Background: an optimization exercise with open tools, aiming at small area. Do not read the settings as production practice.
At most, simulation tests tie the RTL to the original design; equivalence was not proved.
The clock port is modelled as an ideal driver, which makes a skipped or thinned clock tree look cheaper than it is; a real chip needs a root buffer or a tree.
Power is estimated from default activity; no workload was simulated.

==> willow: inputs <==
==> flow/design.v <==
module qspi_fsm #(
  parameter ADDR_W = 32 )
(
  input               clk,
  input               rst_n,
  input      [2:0]    clk_div,
  input               cs_auto,
  input               cs_level,
  input               quad_en,
  input               cpol,
  input               cpha,
  input               lsb_first,
  input               start,
  input      [15:0]   cmd_cfg,
  input      [15:0]   cmd_op,
  input      [ADDR_W-1:0] cmd_addr,
  input      [7:0]    cmd_dummy,
  input      [31:0]   cmd_len,
  output              done,
  input               tx_ren,
  input      [7:0]    tx_data_fifo,
  output              tx_empty,
  output reg          rx_wen,
  output     [7:0]    rx_data_fifo,
  input               rx_full,
  output              sclk,
  output reg          cs_n,
  output reg [3:0]    io_o,
  output reg [3:0]    io_oe,
  input      [3:0]    io_i
);
  wire [7:0] opcode  = cmd_op[7:0];
  wire is_wrdi = (opcode == 8'h04);
  wire is_rdsr = (opcode == 8'h05);
  wire is_rdid = (opcode == 8'h9F);
  wire special = is_wrdi | is_rdsr | is_rdid;
  wire [1:0] cl = special ? 2'd0 : cmd_cfg[1:0];
  wire [1:0] al = special ? 2'd0 : (quad_en ? 2'd2 : cmd_cfg[3:2]);
  wire [1:0] dl = special ? 2'd0 : (quad_en ? 2'd2 : cmd_cfg[5:4]);
  wire       has_addr  = ~special & (cmd_cfg[7] ^ cmd_cfg[6]);
  wire       nb4       = cmd_cfg[7];
  wire       mode_en   = ~special & cmd_cfg[8];
  wire [7:0] td        = {4'd0, cmd_cfg[12:9]} + cmd_dummy;
  wire       has_dummy = ~special & (td != 8'd0);
  wire       rd        = is_rdid | is_rdsr | cmd_cfg[13];
  wire       len_zero  = (cmd_len == 32'd0);
  wire       has_data  = ~is_wrdi & (~len_zero | is_rdid | is_rdsr);
  wire [31:0] len_eff  = {cmd_len[31:2],
                          cmd_len[1] | (len_zero & is_rdid),
                          cmd_len[0] | (len_zero & (is_rdid | is_rdsr))};
  localparam S_IDLE  = 4'b0000,
             S_IDLED = 4'b0001,    
             S_CSOFF = 4'b0100,
             S_DONE  = 4'b0101,
             S_CSON  = 4'b0110,
             S_DUMMY = 4'b0111,
             S_OP    = 4'b1000,
             S_DATA  = 4'b1001,
             S_ADDR  = 4'b1010,
             S_MODE  = 4'b1011;
  reg  [3:0] state, nstate;
  wire idle      = (state[3:1] == 3'b000);
  wire byte_ph   = state[3];
  wire in_dummy  = (state == S_DUMMY);
  wire in_data   = (state == S_DATA);
  wire sclk_en   = byte_ph | in_dummy | (state == S_CSOFF) | (state == S_DONE);
  assign done = (state == S_IDLED);
  wire pre_csoff = byte_ph | (state == S_CSON) | in_dummy;
  assign tx_empty = ~(pre_csoff & has_data & ~rd);
  reg [6:0] div_cnt;
  reg       sclk_int, sclk_int_d;
  wire [6:0] div_care = ~(7'h7f << clk_div);
  wire       tick = &(div_cnt | ~div_care);
  always @(posedge clk) begin
    div_cnt    <= sclk_en ? div_cnt + 7'd1 : 7'd0;
    sclk_int   <= sclk_en & (sclk_int ^ tick);
    sclk_int_d <= sclk_int;
  end
  assign sclk = cpol ^ (sclk_en & sclk_int);
  wire sedge  = sclk_int ^ sclk_int_d;
  wire shift  = sedge & (sclk_int ~^ cpha);
  wire sample = sedge & (sclk_int ^ cpha);
  reg  [1:0] pl;
  always @(*) begin
    case (state)
      S_OP:          pl = cl;
      S_ADDR, S_MODE: pl = al;
      default:       pl = dl;
    endcase
  end
  wire w2 = (pl == 2'd1);
  wire w4 = pl[1];
  reg  [2:0] ptr;
  wire gd       = ptr[2] & (w4 | (ptr[1] & (w2 | ptr[0])));
  wire byte_end = byte_ph & shift & gd;
  always @(posedge clk)
    ptr <= byte_ph ? ptr + ({w4, w2, ~(w2 | w4)} & {3{shift}}) : 3'd0;
  reg  [31:0] cnt;
  wire addr_last  = (cnt[1:0] == 2'd0);
  wire dummy_last = (cnt[7:0] == 8'd0);
  wire data_last  = (cnt == 32'd1);
  wire [3:0] after_dummy = has_data  ? S_DATA  : S_CSOFF;
  wire [3:0] after_mode  = has_dummy ? S_DUMMY : after_dummy;
  wire [3:0] after_addr  = mode_en   ? S_MODE  : after_mode;
  wire [3:0] after_op    = has_addr  ? S_ADDR  : after_addr;
  reg start_d;
  wire start_pulse = start & ~start_d;
  always @(*) begin
    nstate = state;
    case (state)
      S_IDLE, S_IDLED: nstate = start_pulse ? S_CSON : S_IDLE;
      S_CSON:  nstate = S_OP;
      S_OP:    if (byte_end) nstate = after_op;
      S_ADDR:  if (byte_end & addr_last) nstate = after_addr;
      S_MODE:  if (byte_end) nstate = after_mode;
      S_DUMMY: if (sample & dummy_last) nstate = after_dummy;
      S_DATA:  if (byte_end & data_last) nstate = S_CSOFF;
      S_CSOFF: nstate = S_DONE;
      S_DONE:  nstate = S_IDLED;
      default: nstate = S_IDLE;
    endcase
  end
  always @(posedge clk or negedge rst_n) begin
    if (!rst_n) begin
      state   <= S_IDLE;
      start_d <= 1'b0;
    end else begin
      state   <= nstate;
      start_d <= start;
    end
  end
  wire enter  = (nstate != state);
  wire ld_addr  = enter & (nstate == S_ADDR);
  wire ld_dummy = enter & (nstate == S_DUMMY);
  wire ld_data  = enter & (nstate == S_DATA);
  wire dec      = byte_end | (in_dummy & sample);
  wire [31:0] cnt_dec = cnt - {31'd0, dec};
  always @(posedge clk) begin
    cnt[31:8] <= ld_data ? len_eff[31:8] : cnt_dec[31:8];
    cnt[7:2]  <= ld_data ? len_eff[7:2] : ld_dummy ? td[7:2] : cnt_dec[7:2];
    cnt[1:0]  <= ld_data ? len_eff[1:0] : ld_dummy ? td[1:0] :
                 ld_addr ? {1'b1, nb4} : cnt_dec[1:0];
  end
  reg [7:0] rb;
  assign rx_data_fifo = rb;
  wire [2:0] idx = ptr ^ {3{~lsb_first}};
  wire w1 = ~(w4 | w2);
  wire [7:0] hit;
  wire [7:0] din;
  genvar k;
  generate for (k = 0; k < 8; k = k + 1) begin : g_rx
    assign hit[k] = (idx[2] == k[2]) & (w4 | ((idx[1] == k[1]) & (w2 | (idx[0] == k[0]))));
    assign din[k] = w1 ? io_i[1] : w2 ? io_i[k % 2] : io_i[k % 4];
  end endgenerate
  always @(posedge clk) begin
    if (rd) begin
      if (in_data) begin
        if (sample) rb <= (din & hit) | (rb & ~hit);
      end else
        rb <= 8'h00;
    end else begin
      if (tx_ren & ~(in_data & byte_end)) rb <= tx_data_fifo;
      else if (idle | (in_data & byte_end)) rb <= 8'h00;
    end
  end
  reg [7:0] bv;
  always @(*) begin
    case (state)
      S_OP:   bv = cmd_op[7:0];
      S_MODE: bv = cmd_op[15:8];
      S_ADDR: case (cnt[1:0])
                2'd0: bv = cmd_addr[7:0];
                2'd1: bv = cmd_addr[15:8];
                2'd2: bv = cmd_addr[23:16];
                default: bv = cmd_addr[31:24];
              endcase
      default: bv = rb;
    endcase
  end
  wire [2:0] s0  = {idx[2], idx[1] & ~w4, idx[0] & ~(w4 | w2)};
  wire [1:0] s1  = {idx[2], idx[1] & ~w4};
  wire [3:0] lane;
  assign lane[0] = bv[s0];
  assign lane[1] = bv[{s1, 1'b1}];
  assign lane[2] = bv[{idx[2], 2'b10}];
  assign lane[3] = bv[{idx[2], 2'b11}];
  wire drive = byte_ph & ~(in_data & rd);
  always @(posedge clk) io_o <= lane;
  always @(posedge clk or negedge rst_n) begin
    if (!rst_n) begin
      io_oe    <= 4'b0000;
      cs_n     <= 1'b1;
      rx_wen   <= 1'b0;
    end else begin
      io_oe    <= {w4, w4, w4 | w2, 1'b1} & {4{drive}};
      cs_n     <= (~byte_ph & ~(state[2] & state[1])) & (cs_auto | cs_level);
      rx_wen   <= in_data & rd & byte_end & ~rx_full;
    end
  end
endmodule
==> flow/flow/run.sh <==
#!/bin/bash
# Layout flow:
#  1. the standard synthesis (standard.sh synth), unchanged;
#  2. the combinational logic of that netlist is re-mapped for area with a few
#     ABC scripts (flow/area*.abc, each run in its own Yosys, log reabc_N.log);
#     the flip-flops are left as they are, and the smallest netlist is kept;
#  3. the standard ORFS layout of that netlist (standard.sh finish), with the
#     I/O port buffers made of the smallest buffer cell.
set -uo pipefail
here=$(pwd)
res=$here/orfs/results/$FLOW_PLATFORM/qspi_fsm/base
bash standard.sh synth > synth.log 2>&1 || exit 1
cp $res/1_2_yosys.v $here/standard_synth.v

flops() { grep -cE '^ *sky130_fd_sc_hd__(df|edf|sdf|dl)[a-z0-9_]* ' "$1"; }
nflops=$(flops $here/standard_synth.v)
pids=()
for s in $here/flow/area*.abc; do
  n=$(basename $s .abc)
  REABC_IN=$here/standard_synth.v REABC_OUT=$here/reabc_$n.v REABC_SCRIPT=$s \
    yosys -c $here/flow/reabc.tcl > reabc_$n.log 2>&1 &
  pids+=($!)
done
for p in "${pids[@]}"; do wait $p; done

best=""; bestarea=""
for s in $here/flow/area*.abc; do
  n=$(basename $s .abc)
  [[ -s $here/reabc_$n.v ]] || continue
  a=$(grep 'Chip area' reabc_$n.log | tail -1 | awk '{print $NF}')
  [[ -n "$a" ]] || continue
  [[ $(flops $here/reabc_$n.v) == "$nflops" ]] || continue
  if [[ -z "$best" ]] || awk "BEGIN{exit !($a < $bestarea)}"; then best=$n; bestarea=$a; fi
done
echo "standard synthesis: $(grep 'Chip area' orfs/reports/$FLOW_PLATFORM/qspi_fsm/base/synth_stat.txt)" > reabc_choice.log
echo "chosen: ${best:-standard netlist} ${bestarea}" >> reabc_choice.log
if [[ -n "$best" ]]; then
  cp $here/reabc_$best.v $res/1_2_yosys.v
  rm -f $res/1_synth.odb $res/1_synth.sdc
fi
bash standard.sh "BUFFER_PORTS_ARGS=-buffer_cell sky130_fd_sc_hd__buf_1" finish > layout.log 2>&1
==> flow/flow/area1.abc <==
strash
&get -n
&st
&deepsyn -T 100
&dch -f
&nf -a -R 1000
&put
mfs3 -a
==> flow/flow/area2.abc <==
strash
&get -n
&st
&dc2
&syn2
&dch -f
&nf -a -R 1000
&put
mfs3 -a
==> flow/flow/area3.abc <==
strash
&get -n
&st
&dc2
&syn2
&dch -f
&nf -a -R 1000
&put
strash
&get -n
&st
&dc2
&syn2
&dch -f
&nf -a -R 1000
&put
==> flow/flow/area4.abc <==
strash
&get -n
&st
&deepsyn -T 100 -S 7
&dch -f
&nf -a -R 1000
&put
mfs3 -a
==> flow/flow/reabc.tcl <==
# Re-map the combinational logic of the standard synthesis netlist for area.
# The flip-flops are kept as they are (same instances, names and cells).
yosys -import
set lib $::env(FLOW_HOME)/platforms/sky130hd/lib/sky130_fd_sc_hd__tt_025C_1v80.lib
read_liberty -ignore_miss_func $lib
read_verilog $::env(REABC_IN)
hierarchy -top $::env(FLOW_TOP)
setattr -mod -set keep_hierarchy 1 sky130_fd_sc_hd__df* sky130_fd_sc_hd__edf*
flatten
opt_clean -purge
abc -liberty $lib -dont_use sky130_fd_sc_hd__probe_p_8 -dont_use sky130_fd_sc_hd__probec_p_8 -dont_use sky130_fd_sc_hd__lpflow_bleeder_1 -dont_use sky130_fd_sc_hd__lpflow_clkbufkapwr_1 -dont_use sky130_fd_sc_hd__lpflow_clkbufkapwr_16 -dont_use sky130_fd_sc_hd__lpflow_clkbufkapwr_2 -dont_use sky130_fd_sc_hd__lpflow_clkbufkapwr_4 -dont_use sky130_fd_sc_hd__lpflow_clkbufkapwr_8 -dont_use sky130_fd_sc_hd__lpflow_clkinvkapwr_1 -dont_use sky130_fd_sc_hd__lpflow_clkinvkapwr_16 -dont_use sky130_fd_sc_hd__lpflow_clkinvkapwr_2 -dont_use sky130_fd_sc_hd__lpflow_clkinvkapwr_4 -dont_use sky130_fd_sc_hd__lpflow_clkinvkapwr_8 -dont_use sky130_fd_sc_hd__lpflow_decapkapwr_12 -dont_use sky130_fd_sc_hd__lpflow_decapkapwr_3 -dont_use sky130_fd_sc_hd__lpflow_decapkapwr_4 -dont_use sky130_fd_sc_hd__lpflow_decapkapwr_6 -dont_use sky130_fd_sc_hd__lpflow_decapkapwr_8 -dont_use sky130_fd_sc_hd__lpflow_inputiso0n_1 -dont_use sky130_fd_sc_hd__lpflow_inputiso0p_1 -dont_use sky130_fd_sc_hd__lpflow_inputiso1n_1 -dont_use sky130_fd_sc_hd__lpflow_inputiso1p_1 -dont_use sky130_fd_sc_hd__lpflow_inputisolatch_1 -dont_use sky130_fd_sc_hd__lpflow_isobufsrc_1 -dont_use sky130_fd_sc_hd__lpflow_isobufsrc_16 -dont_use sky130_fd_sc_hd__lpflow_isobufsrc_2 -dont_use sky130_fd_sc_hd__lpflow_isobufsrc_4 -dont_use sky130_fd_sc_hd__lpflow_isobufsrc_8 -dont_use sky130_fd_sc_hd__lpflow_isobufsrckapwr_16 -dont_use sky130_fd_sc_hd__lpflow_lsbuf_lh_hl_isowell_tap_1 -dont_use sky130_fd_sc_hd__lpflow_lsbuf_lh_hl_isowell_tap_2 -dont_use sky130_fd_sc_hd__lpflow_lsbuf_lh_hl_isowell_tap_4 -dont_use sky130_fd_sc_hd__lpflow_lsbuf_lh_isowell_4 -dont_use sky130_fd_sc_hd__lpflow_lsbuf_lh_isowell_tap_1 -dont_use sky130_fd_sc_hd__lpflow_lsbuf_lh_isowell_tap_2 -dont_use sky130_fd_sc_hd__lpflow_lsbuf_lh_isowell_tap_4  -script $::env(REABC_SCRIPT) -D 5000
opt_clean -purge
hilomap -singleton -hicell sky130_fd_sc_hd__conb_1 HI -locell sky130_fd_sc_hd__conb_1 LO
insbuf -buf sky130_fd_sc_hd__buf_4 A X
splitnets
opt_clean -purge
select $::env(FLOW_TOP)
stat -liberty $lib
write_verilog -noattr -noexpr -nohex -nodec -selected $::env(REABC_OUT)
==> flow/standard.sh <==
#!/bin/bash
# synth_recipe.tcl (not shown) runs the flow's synth.tcl, then flattens the netlist and writes it again
# the make line also repeats each setting of config.mk as NAME=value (left out here)
make -C /OpenROAD-flow-scripts/flow DESIGN_CONFIG=/design/flow/config.mk WORK_HOME=/design/flow/orfs CLKGATE_MAP_FILE= SYNTH_SCRIPT=/design/flow/synth_recipe.tcl "${@:-finish}"
==> flow/config.mk <==
export PLATFORM = sky130hd
export DESIGN_NAME = qspi_fsm
export DESIGN_NICKNAME = qspi_fsm
export VERILOG_FILES = /design/flow/design.v
export SDC_FILE = /design/flow/constraint.sdc
export NUM_CORES = 4
export LEC_CHECK = 0
export CAP_MARGIN = 20
export CORE_MARGIN = 2
export CORE_UTILIZATION = 60
export CTS_BUF_LIST = sky130_fd_sc_hd__clkbuf_4
export PLACE_DENSITY = 0.7
export SLEW_MARGIN = 20
==> flow/constraint.sdc <==
create_clock -name core_clock -period 5.0 [get_ports {clk}]
set_input_delay 1.0000 -clock core_clock [delete_from_list [all_inputs] [get_ports {clk}]]
set_output_delay 1.0000 -clock core_clock [all_outputs]
set_load 0.01 [all_outputs]
==> inputs of zinc, as changes to willow <==
--- a/flow/design.v
+++ b/flow/design.v
@@ -134,7 +134,12 @@
   wire ld_dummy = enter & (nstate == S_DUMMY);
   wire ld_data  = enter & (nstate == S_DATA);
   wire dec      = byte_end | (in_dummy & sample);
-  wire [31:0] cnt_dec = cnt - {31'd0, dec};
+  reg         borrow;
+  wire [7:0]  lo_dec = cnt[7:0] - {7'd0, dec};
+  wire [23:0] hi_dec = cnt[31:8] - {23'd0, borrow};
+  always @(posedge clk)
+    borrow <= dec & (cnt[7:0] == 8'd0) & ~ld_data;
+  wire [31:0] cnt_dec = {hi_dec, lo_dec};
   always @(posedge clk) begin
     cnt[31:8] <= ld_data ? len_eff[31:8] : cnt_dec[31:8];
     cnt[7:2]  <= ld_data ? len_eff[7:2] : ld_dummy ? td[7:2] : cnt_dec[7:2];
@@ -152,17 +157,12 @@
     assign hit[k] = (idx[2] == k[2]) & (w4 | ((idx[1] == k[1]) & (w2 | (idx[0] == k[0]))));
     assign din[k] = w1 ? io_i[1] : w2 ? io_i[k % 2] : io_i[k % 4];
   end endgenerate
-  always @(posedge clk) begin
-    if (rd) begin
-      if (in_data) begin
-        if (sample) rb <= (din & hit) | (rb & ~hit);
-      end else
-        rb <= 8'h00;
-    end else begin
-      if (tx_ren & ~(in_data & byte_end)) rb <= tx_data_fifo;
-      else if (idle | (in_data & byte_end)) rb <= 8'h00;
-    end
-  end
+  wire       bew   = in_data & byte_end;
+  wire [7:0] rx_ld = {8{rd & in_data & sample}} & hit;
+  wire [7:0] tx_ld = {8{~rd & tx_ren & ~bew}};
+  wire [7:0] kp    = rd ? ({8{in_data}} & ~rx_ld) : ({8{~(idle | bew)}} & ~tx_ld);
+  always @(posedge clk)
+    rb <= (rx_ld & din) | (tx_ld & tx_data_fifo) | (kp & rb);
   reg [7:0] bv;
   always @(*) begin
     case (state)
--- a/flow/flow/run.sh
+++ b/flow/flow/run.sh
@@ -4,8 +4,10 @@
 #  2. the combinational logic of that netlist is re-mapped for area with a few
 #     ABC scripts (flow/area*.abc, each run in its own Yosys, log reabc_N.log);
 #     the flip-flops are left as they are, and the smallest netlist is kept;
-#  3. the standard ORFS layout of that netlist (standard.sh finish), with the
-#     I/O port buffers made of the smallest buffer cell.
+#  3. the standard ORFS layout of that netlist (standard.sh finish, log
+#     layout.log), with two changes: the I/O port buffers are made of the
+#     smallest buffer cell, and the clock tree is built by flow/cts.tcl
+#     (4 leaf buffers driven by the clock port) in place of TritonCTS.
 set -uo pipefail
 here=$(pwd)
 res=$here/orfs/results/$FLOW_PLATFORM/qspi_fsm/base
@@ -38,4 +40,5 @@
   cp $here/reabc_$best.v $res/1_2_yosys.v
   rm -f $res/1_synth.odb $res/1_synth.sdc
 fi
-bash standard.sh "BUFFER_PORTS_ARGS=-buffer_cell sky130_fd_sc_hd__buf_1" finish > layout.log 2>&1
+bash standard.sh "BUFFER_PORTS_ARGS=-buffer_cell sky130_fd_sc_hd__buf_1" \
+  "PRE_CTS_TCL=$here/flow/cts.tcl" finish > layout.log 2>&1
==> flow/flow/cts.tcl (new file) <==
# Clock tree made by hand: the clock port drives a few leaf buffers, each of
# which drives the clock pins of one cluster of flip-flops (k-means on the
# flip-flop locations).
proc my_leaf_cts { net_name ncl buf } {
  set block [ord::get_db_block]
  set net [$block findNet $net_name]
  set sinks {}
  foreach it [$net getITerms] {
    if { [$it isOutputSignal] } { continue }
    set inst [$it getInst]
    set bb [$inst getBBox]
    set x [expr { ([$bb xMin] + [$bb xMax]) / 2.0 }]
    set y [expr { ([$bb yMin] + [$bb yMax]) / 2.0 }]
    lappend sinks [list [$inst getName] [[$it getMTerm] getName] $x $y]
  }
  set n [llength $sinks]
  # initial centers: spread along sorted x+y
  set sorted [lsort -real -index 2 $sinks]
  set centers {}
  for { set k 0 } { $k < $ncl } { incr k } {
    set s [lindex $sorted [expr { int(($k + 0.5) * $n / $ncl) }]]
    lappend centers [list [lindex $s 2] [lindex $s 3]]
  }
  # capacity-limited k-means: each cluster takes at most ceil(n / ncl) sinks
  set cap [expr { int(ceil(double($n) / $ncl)) }]
  for { set iter 0 } { $iter < 30 } { incr iter } {
    # all (distance, sink, cluster) pairs, nearest first
    set pairs {}
    set i 0
    foreach s $sinks {
      for { set k 0 } { $k < $ncl } { incr k } {
        set c [lindex $centers $k]
        lappend pairs [list [expr { abs([lindex $s 2] - [lindex $c 0]) + abs([lindex $s 3] - [lindex $c 1]) }] $i $k]
      }
      incr i
    }
    set pairs [lsort -real -index 0 $pairs]
    set assign [lrepeat $n -1]
    set fill [lrepeat $ncl 0]
    foreach pr $pairs {
      lassign $pr d i k
      if { [lindex $assign $i] >= 0 || [lindex $fill $k] >= $cap } { continue }
      lset assign $i $k
      lset fill $k [expr { [lindex $fill $k] + 1 }]
    }
    set newc {}
    for { set k 0 } { $k < $ncl } { incr k } {
      set sx 0; set sy 0; set m 0
      foreach s $sinks a $assign { if { $a == $k } { set sx [expr { $sx + [lindex $s 2] }]; set sy [expr { $sy + [lindex $s 3] }]; incr m } }
      if { $m > 0 } { lappend newc [list [expr { $sx / $m }] [expr { $sy / $m }]] } else { lappend newc [lindex $centers $k] }
    }
    set centers $newc
  }
  set dbu [$block getDbUnitsPerMicron]
  for { set k 0 } { $k < $ncl } { incr k } {
    set pins {}
    foreach s $sinks a $assign { if { $a == $k } { lappend pins [get_pins "[lindex $s 0]/[lindex $s 1]"] } }
    if { [llength $pins] == 0 } { continue }
    set c [lindex $centers $k]
    insert_buffer -buffer_cell $buf -net $net_name -load_pins $pins \
      -location [list [expr { [lindex $c 0] / $dbu }] [expr { [lindex $c 1] / $dbu }]] \
      -buffer_name clkleaf_$k -net_name clknet_leaf_$k
    puts "clock leaf $k: [llength $pins] sinks"
  }
}


# Worst slew over the flip-flop clock pins, with placement parasitics.
proc my_worst_clk_slew { } {
  set worst 0
  foreach p [get_pins -hierarchical */CLK] {
    foreach pr { slew_max_rise slew_max_fall } {
      set s [get_property $p $pr]
      if { $s > $worst } { set worst $s }
    }
  }
  return $worst
}

# Replaces TritonCTS (called by ORFS's cts.tcl through this PRE_CTS hook):
# the clock port drives 4 leaf buffers, one per cluster of flip-flops; the
# leaves are made bigger if the clock pin slew is high.
proc clock_tree_synthesis { args } {
  set ncl 4
  my_leaf_cts clk $ncl sky130_fd_sc_hd__buf_8
  set_propagated_clock [all_clocks]
  estimate_parasitics -placement
  set s [my_worst_clk_slew]
  puts "bench cts: worst clock pin slew with buf_8 leaves: $s"
  foreach cell { sky130_fd_sc_hd__buf_12 sky130_fd_sc_hd__buf_16 } {
    if { $s <= 0.118 } { break }
    foreach inst [get_cells clkleaf_*] { replace_cell $inst $cell }
    estimate_parasitics -placement
    set s [my_worst_clk_slew]
    puts "bench cts: worst clock pin slew with $cell leaves: $s"
  }
}
Settings changed: CTS_BUF_LIST sky130_fd_sc_hd__clkbuf_4 to not set.
==> inputs of indigo, as changes to willow <==
--- a/flow/design.v
+++ b/flow/design.v
@@ -19,7 +19,7 @@
   output              done,
   input               tx_ren,
   input      [7:0]    tx_data_fifo,
-  output              tx_empty,
+  output reg          tx_empty,
   output reg          rx_wen,
   output     [7:0]    rx_data_fifo,
   input               rx_full,
@@ -65,8 +65,6 @@
   wire in_data   = (state == S_DATA);
   wire sclk_en   = byte_ph | in_dummy | (state == S_CSOFF) | (state == S_DONE);
   assign done = (state == S_IDLED);
-  wire pre_csoff = byte_ph | (state == S_CSON) | in_dummy;
-  assign tx_empty = ~(pre_csoff & has_data & ~rd);
   reg [6:0] div_cnt;
   reg       sclk_int, sclk_int_d;
   wire [6:0] div_care = ~(7'h7f << clk_div);
@@ -191,10 +189,15 @@
       io_oe    <= 4'b0000;
       cs_n     <= 1'b1;
       rx_wen   <= 1'b0;
+      tx_empty <= 1'b1;
     end else begin
       io_oe    <= {w4, w4, w4 | w2, 1'b1} & {4{drive}};
       cs_n     <= (~byte_ph & ~(state[2] & state[1])) & (cs_auto | cs_level);
       rx_wen   <= in_data & rd & byte_end & ~rx_full;
+      if (idle & start_pulse)
+        tx_empty <= ~has_data | rd;
+      else if (in_data & ~rd & byte_end & data_last)
+        tx_empty <= 1'b1;
     end
   end
 endmodule
==> flow/flow/run.sh (replaced) <==
#!/bin/bash
# Standard ORFS synthesis, then an area-oriented re-mapping of its combinational
# logic (flip-flops untouched), then the standard ORFS layout with the I/O port
# buffers made of the smallest buffer cell.
set -euo pipefail
here=$(pwd)
res=$here/orfs/results/$FLOW_PLATFORM/qspi_fsm/base
bash standard.sh synth > synth.log 2>&1
cp $res/1_2_yosys.v $here/standard_synth.v
REABC_IN=$here/standard_synth.v REABC_OUT=$res/1_2_yosys.v REABC_SCRIPT=$here/flow/area.abc \
  yosys -c $here/flow/reabc.tcl > reabc.log 2>&1
rm -f $res/1_synth.odb $res/1_synth.sdc
bash standard.sh "BUFFER_PORTS_ARGS=-buffer_cell sky130_fd_sc_hd__buf_1" finish > layout.log 2>&1
==> flow/flow/area.abc (new file) <==
strash
&get -n
&st
&deepsyn -T 60
&dch -f
&nf -a -R 1000
&put
mfs3 -a
strash
&get -n
&st
&dc2
&syn2
&dch -f
&nf -a -R 1000
&put
mfs3 -a
removed: flow/flow/area1.abc
removed: flow/flow/area2.abc
removed: flow/flow/area3.abc
removed: flow/flow/area4.abc
==> notes <==
Between indigo and zinc, the lower global-route usage is in zinc (gap 0.22 points). The lowest combinational power belongs to zinc, the highest to indigo. In indigo the worst hold slack is higher than in zinc, by 0.030 ns. Against indigo, the synthesized cell count of zinc is lower by 1.4%. Sequential share of layout area, highest first: indigo, zinc, willow. Area after synthesis, highest first: indigo, willow, zinc. The lowest maximum frequency belongs to willow, the highest to indigo.
Only the layout flow was run in willow and indigo; the RTL was not checked for function there. In zinc the design's own scripts or RTL, not TritonCTS, make the clock network.

re-timing with driven ports:
In the flow no input, the clock included, has a driving cell. The finished layouts below were timed again as built, in two steps. Step 1 sets driving cells, clkbuf_16 on the clock port and buf_2 on the other inputs (assumed; they add their load-dependent delay and slew). Step 2 adds t to the input delays and takes it off the output delays; t is the mean of the earliest and latest rising clock arrival at the registers after step 1. Input paths then give back, and output paths get back, about the clock's delay inside the block. Slacks: ideal ports / drivers / drivers and shift; pairs: ideal ports / drivers.
| run | shift t [ns] | slack for setup (ns) | worst data-port slew with drivers (ns) |
|---|---|---|---|
| willow | 0.446 | 0.401 / 0.411 / -0.035 | 0.05 |
| zinc | 0.201 | 0.437 / 0.491 / 0.290 | 0.06 |
| indigo | 0.458 | 0.505 / 0.505 / 0.062 | 0.05 |
With both steps, setup timing fails in willow, where it was met with ideal ports. For indigo, which loses most, drivers alone change the setup slack by 0.000 ns; drivers and shift together by -0.443 ns.
